This design comes from an exercise in tuning for a short achievable clock period and few clock cycles on the open sky130 flow, not from production work.
In this exercise RTL edits were held to simulation tests only and were not proved equivalent to the original.
Power figures rest on the tool's default switching activity, not on a simulated workload.

Setup of the previous run:
==> flow/design.v (excerpt) <==
module PMIPS_TOP (
    input  wire CLK,RST,
    output wire [31:0] imem_addr,
    input  wire [31:0] imem_rdata,
    output wire [31:0] dmem_addr,
    output wire [31:0] dmem_wdata,
    output wire        dmem_we,
    input  wire [31:0] dmem_rdata
);
localparam MQW = 338;    
reg  [31:2] pc_f, pcx_f;
reg         bv [0:3];
reg  [11:2] btag [0:3];
reg  [31:2] bdst [0:3];
reg  [1:0]  brr;
reg         bw_v;
reg  [1:0]  bw_i;
reg  [11:2] bw_tag;
reg  [31:2] bw_dst;
reg  [31:0] ins_d;
reg  [31:2] pcp4_d;
reg  [11:2] pc_d;
reg         v_d, hit_d;
reg  [31:0] rsoh_d, rtoh_d;      
reg  [4:0]  rsf_d, rtf_d;        
reg         seq_d, tk_ok_d;      
reg  [1:0]  hidx_d;
reg  [31:0] opa_e, opb_e, ops_e;
reg         fa_e, fb_e, fs_e, na_e, nb_e, ns_e;
reg         add_e, sub_e;
reg         fam_e, nam_e, fbm_e, nbm_e;      
reg         kill_e;                          
reg         slt_e;
reg         we_e, lw_e, mul_e, sltw_e, sw_e, br_e;
reg         xadd_e;                          
reg  [4:0]  dst_e;
reg  [31:2] btgt_e, pcp4_e;
reg  [11:2] pc_e;
reg         pt_e, hit_e;
reg  [1:0]  hidx_e;
reg  [31:0] alu_m, st_m, addr_m;
reg         sltv_m;              
reg         we_m, lw_m, mul_m, sw_m;
reg  [4:0]  dst_m;
reg  [MQW-1:0] mq_m;
reg  [31:0] res_w, mx_w, my_w;
reg         we_w, mul_w;
reg  [4:0]  dst_w;
reg  [31:0] res_x;
reg         we_x;
reg  [4:0]  dst_x;
wire [31:0] mul_w_res = mx_w + my_w;
wire [31:0] wres = mul_w ? mul_w_res : res_w;
wire [32*32-1:0] rf_flat;
assign rf_flat[31:0] = 32'd0;
genvar gi;
generate
  for (gi = 1; gi < 32; gi = gi + 1) begin : RF
    reg [31:0] r;
    always @(posedge CLK or negedge RST) begin
      if (!RST) r <= 32'd0;
      else if (we_x && dst_x == gi) r <= res_x;
    end
    assign rf_flat[gi*32 +: 32] = r;
  end
endgenerate
wire [31:2] pcp4_f = pc_f + 30'd1;
assign imem_addr = {pcx_f, 2'b00};
wire [3:0] bhit;
genvar gb;
generate
  ...
For scale: ~10000 cells after synthesis, roughly 2200 flip-flops, roughly 160 I/O pins.
==> flow/config.mk <==
export PLATFORM = sky130hd
export DESIGN_NAME = PMIPS_TOP
export DESIGN_NICKNAME = PMIPS_TOP
export VERILOG_FILES = /design/flow/design.v
export SDC_FILE = /design/flow/constraint.sdc
export NUM_CORES = 4
export LEC_CHECK = 0
export ABC_CLOCK_PERIOD_IN_PS = 3000
export CAP_MARGIN = 20
export CORE_MARGIN = 2
export CORE_UTILIZATION = 35
export GPL_ROUTABILITY_DRIVEN = 1
export PLACE_DENSITY = 0.6
export SLEW_MARGIN = 20
==> flow/constraint.sdc <==
create_clock -name core_clock -period 12.0 [get_ports {CLK}]
set_input_delay 2.4000 -clock core_clock [delete_from_list [all_inputs] [get_ports {CLK}]]
set_output_delay 2.4000 -clock core_clock [all_outputs]
set_load 0.01 [all_outputs]
standard.sh (not shown) runs the stock make flow with config.mk's settings and CLKGATE_MAP_FILE= SYNTH_SCRIPT=/design/flow/synth_recipe.tcl, a recipe that flattens the netlist after the stock synthesis.
==> flow/flow/run.sh <==
#!/bin/bash
set -euo pipefail
MARGIN=8.25
bash standard.sh SETUP_SLACK_MARGIN=$MARGIN POST_RESIZE_TCL=$PWD/flow/pins.tcl finish > standard.log 2>&1
==> flow/flow/pins.tcl <==
# POST_RESIZE hook: put each flip-flop that drives an output port's buffer right next to that
# buffer, so the register-to-pin wire is short. Detailed placement legalizes afterwards.
set block [ord::get_db_block]
set die [$block getDieArea]
set dx0 [$die xMin]; set dy0 [$die yMin]; set dx1 [$die xMax]; set dy1 [$die yMax]
set moved 0
foreach bt [$block getBTerms] {
  if {[$bt getIoType] != "OUTPUT"} { continue }
  set net [$bt getNet]
  set buf ""
  foreach it [$net getITerms] { if {[$it isOutputSignal]} { set buf [$it getInst] } }
  if {$buf == ""} { continue }
  set n2 ""
  foreach it [$buf getITerms] { if {[$it isInputSignal] && [$it getNet] != "NULL" && [[$it getNet] getSigType] == "SIGNAL"} { set n2 [$it getNet] } }
  if {$n2 == ""} { continue }
  set ff ""
  set nsinks 0
  foreach it [$n2 getITerms] {
    if {[$it isOutputSignal]} { set ff [$it getInst] } else { incr nsinks }
  }
  if {$ff == "" || ![[$ff getMaster] isSequential]} { continue }
  set bl [$buf getLocation]
  set bx [lindex $bl 0]; set by [lindex $bl 1]
  # step inward from the nearest die edge
  set d [list [expr {$bx - $dx0}] [expr {$dx1 - $bx}] [expr {$by - $dy0}] [expr {$dy1 - $by}]]
  set m [lsearch $d [tcl::mathfunc::min {*}$d]]
  set off 6000
  switch $m {
    0 { set nx [expr {$bx + $off}]; set ny $by }
    1 { set nx [expr {$bx - $off}]; set ny $by }
    2 { set nx $bx; set ny [expr {$by + $off}] }
    3 { set nx $bx; set ny [expr {$by - $off}] }
  }
  $ff setLocation $nx $ny
  incr moved
  puts "pins.tcl: moved [$ff getName] next to [$buf getName] ([$bt getName]), $nsinks sinks on its net"
}
puts "pins.tcl: moved $moved flip-flops"
Testbench counts of the previous run, summed over its fixed seeds: cycles 34,601.
What the current run does differently from the previous run at the input level:
--- a/flow/design.v
+++ b/flow/design.v
@@ -1890,15 +1890,14 @@
 reg  [11:2] bw_tag;
 reg  [31:2] bw_dst;
 reg  [31:0] ins_d;
 reg  [31:2] pcp4_d;
 reg  [11:2] pc_d;
 reg         v_d, hit_d;
 reg  [31:0] rsoh_d, rtoh_d;      
-reg  [4:0]  rsf_d, rtf_d;        
 reg         seq_d, tk_ok_d;      
 reg  [1:0]  hidx_d;
 reg  [31:0] opa_e, opb_e, ops_e;
 reg         fa_e, fb_e, fs_e, na_e, nb_e, ns_e;
 reg         add_e, sub_e;
 reg         fam_e, nam_e, fbm_e, nbm_e;      
 reg         kill_e;                          
@@ -1960,16 +1959,16 @@
     wire [31:2] kgen = (ka & kb) | ((ka | kb) & ~kc);
     assign tk_f[gb] = ((ka ^ kb ^ kc) == {kgen[30:2], 1'b1});
   end
 endgenerate
 wire tk_ok_f = hit_f ? |(bhit & tk_f) : (imem_rdata[15:0] == 16'd0);
 wire seq_f   = !jmp_f && !hit_f;
 wire [5:0]  op_d = ins_d[31:26];
-wire [4:0]  rs_d = rsf_d;
-wire [4:0]  rt_d = rtf_d;
+wire [4:0]  rs_d = ins_d[25:21];
+wire [4:0]  rt_d = ins_d[20:16];
 wire [4:0]  rd_d = ins_d[15:11];
 wire [5:0]  fn_d = ins_d[5:0];
 wire [31:0] imm_d = {{16{ins_d[15]}}, ins_d[15:0]};
 wire is_r    = (op_d == 6'b000000);
 wire is_addi = (op_d == 6'b001000);
 wire is_lw   = (op_d == 6'b100011);
 wire is_sw   = (op_d == 6'b101011);
@@ -2109,32 +2108,30 @@
 always @(posedge CLK) begin
   if (!stall_d) begin
     ins_d  <= imem_rdata;
     pc_d   <= pc_f[11:2];
     pcp4_d <= pcp4_f;
     hit_d  <= hit_f;
     hidx_d <= hidx_f;
+    rsoh_d <= 32'd1 << imem_rdata[25:21];
+    rtoh_d <= 32'd1 << imem_rdata[20:16];
     seq_d  <= seq_f;
     tk_ok_d <= tk_ok_f;
   end
   if (esel) begin
     bw_tag <= pc_e;
     bw_dst <= btgt_e;
   end else begin
     bw_tag <= pc_d;
     bw_dst <= rtgt_d;
   end
   if (bw_v) begin
     btag[bw_i] <= bw_tag;
     bdst[bw_i] <= bw_dst;
   end
-  rsoh_d <= stall_d ? (32'd1 << ins_d[25:21]) : (32'd1 << imem_rdata[25:21]);
-  rtoh_d <= stall_d ? (32'd1 << ins_d[20:16]) : (32'd1 << imem_rdata[20:16]);
-  rsf_d  <= stall_d ? ins_d[25:21] : imem_rdata[25:21];
-  rtf_d  <= stall_d ? ins_d[20:16] : imem_rdata[20:16];
   opa_e  <= rsv_d;
   opb_e  <= use_imm ? imm_d : rtv_d;
   ops_e  <= rtv_d;
   fa_e   <= fwa_d;
   na_e   <= !fwa_d;
   fb_e   <= fwb_d;
   nb_e   <= !fwb_d;
## What came out
- Any difference in met2 routing resource usage after global routing between the current run and the previous run is small enough to ignore.
- Cmp the current run and the previous run / die area / higher: the current run
- The initial antenna violation count of the current run exceeds that of the previous run by 16.
- Between the previous run and the current run, the final total power figures differ only marginally.
- Fmax of the previous run is on par with the current run.
- In the flow results for the current run and the previous run, the clock power is larger on the current run.
- On worst path setup slack after routing, the current run and the previous run are neck and neck.
- Max number of buffer and inverter instances along the worst setup path across the current run and the previous run: the current run
- Delay of the slowest cell on the worst path: the current run vs the previous run down 0.41 ns
- Summary — net switching fraction of the power, the current run relative to the previous run: lower, by 0.26 points.
Testbench counts of the current run, summed over its fixed seeds: cycles 34,601.

[afterwards: timing with drivers on the ports]
How much do the figures lean on ideal ports? The routed layouts below were timed once more, with nothing changed but the port constraints. Step 1 sets driving cells, clkbuf_16 on the clock port and buf_2 on the other inputs (assumed; they add their load-dependent delay and slew). Step 2 adds t to the input delays and takes it off the output delays; t is the mean of the earliest and latest rising clock arrival at the registers after step 1. Input paths then give back, and output paths get back, about the clock's delay inside the block. Slacks: no drivers / after step 1 / after step 2; pairs: no drivers / after step 1.
run	t (ns)	setup slack, ns	worst setup path after step 2	latest minus earliest clock arrival (ns)	cell pins on the clock port's net
the previous run	1.037	8.044 / 8.044 / 7.094	input to register	0.089 / 0.088	1
the current run	1.036	8.044 / 8.044 / 7.119	input to register	0.060 / 0.060	1
After both steps setup and hold are still met in every run listed. For the previous run, which loses most, drivers alone change the setup slack by 0.000 ns; drivers and shift together by -0.950 ns.
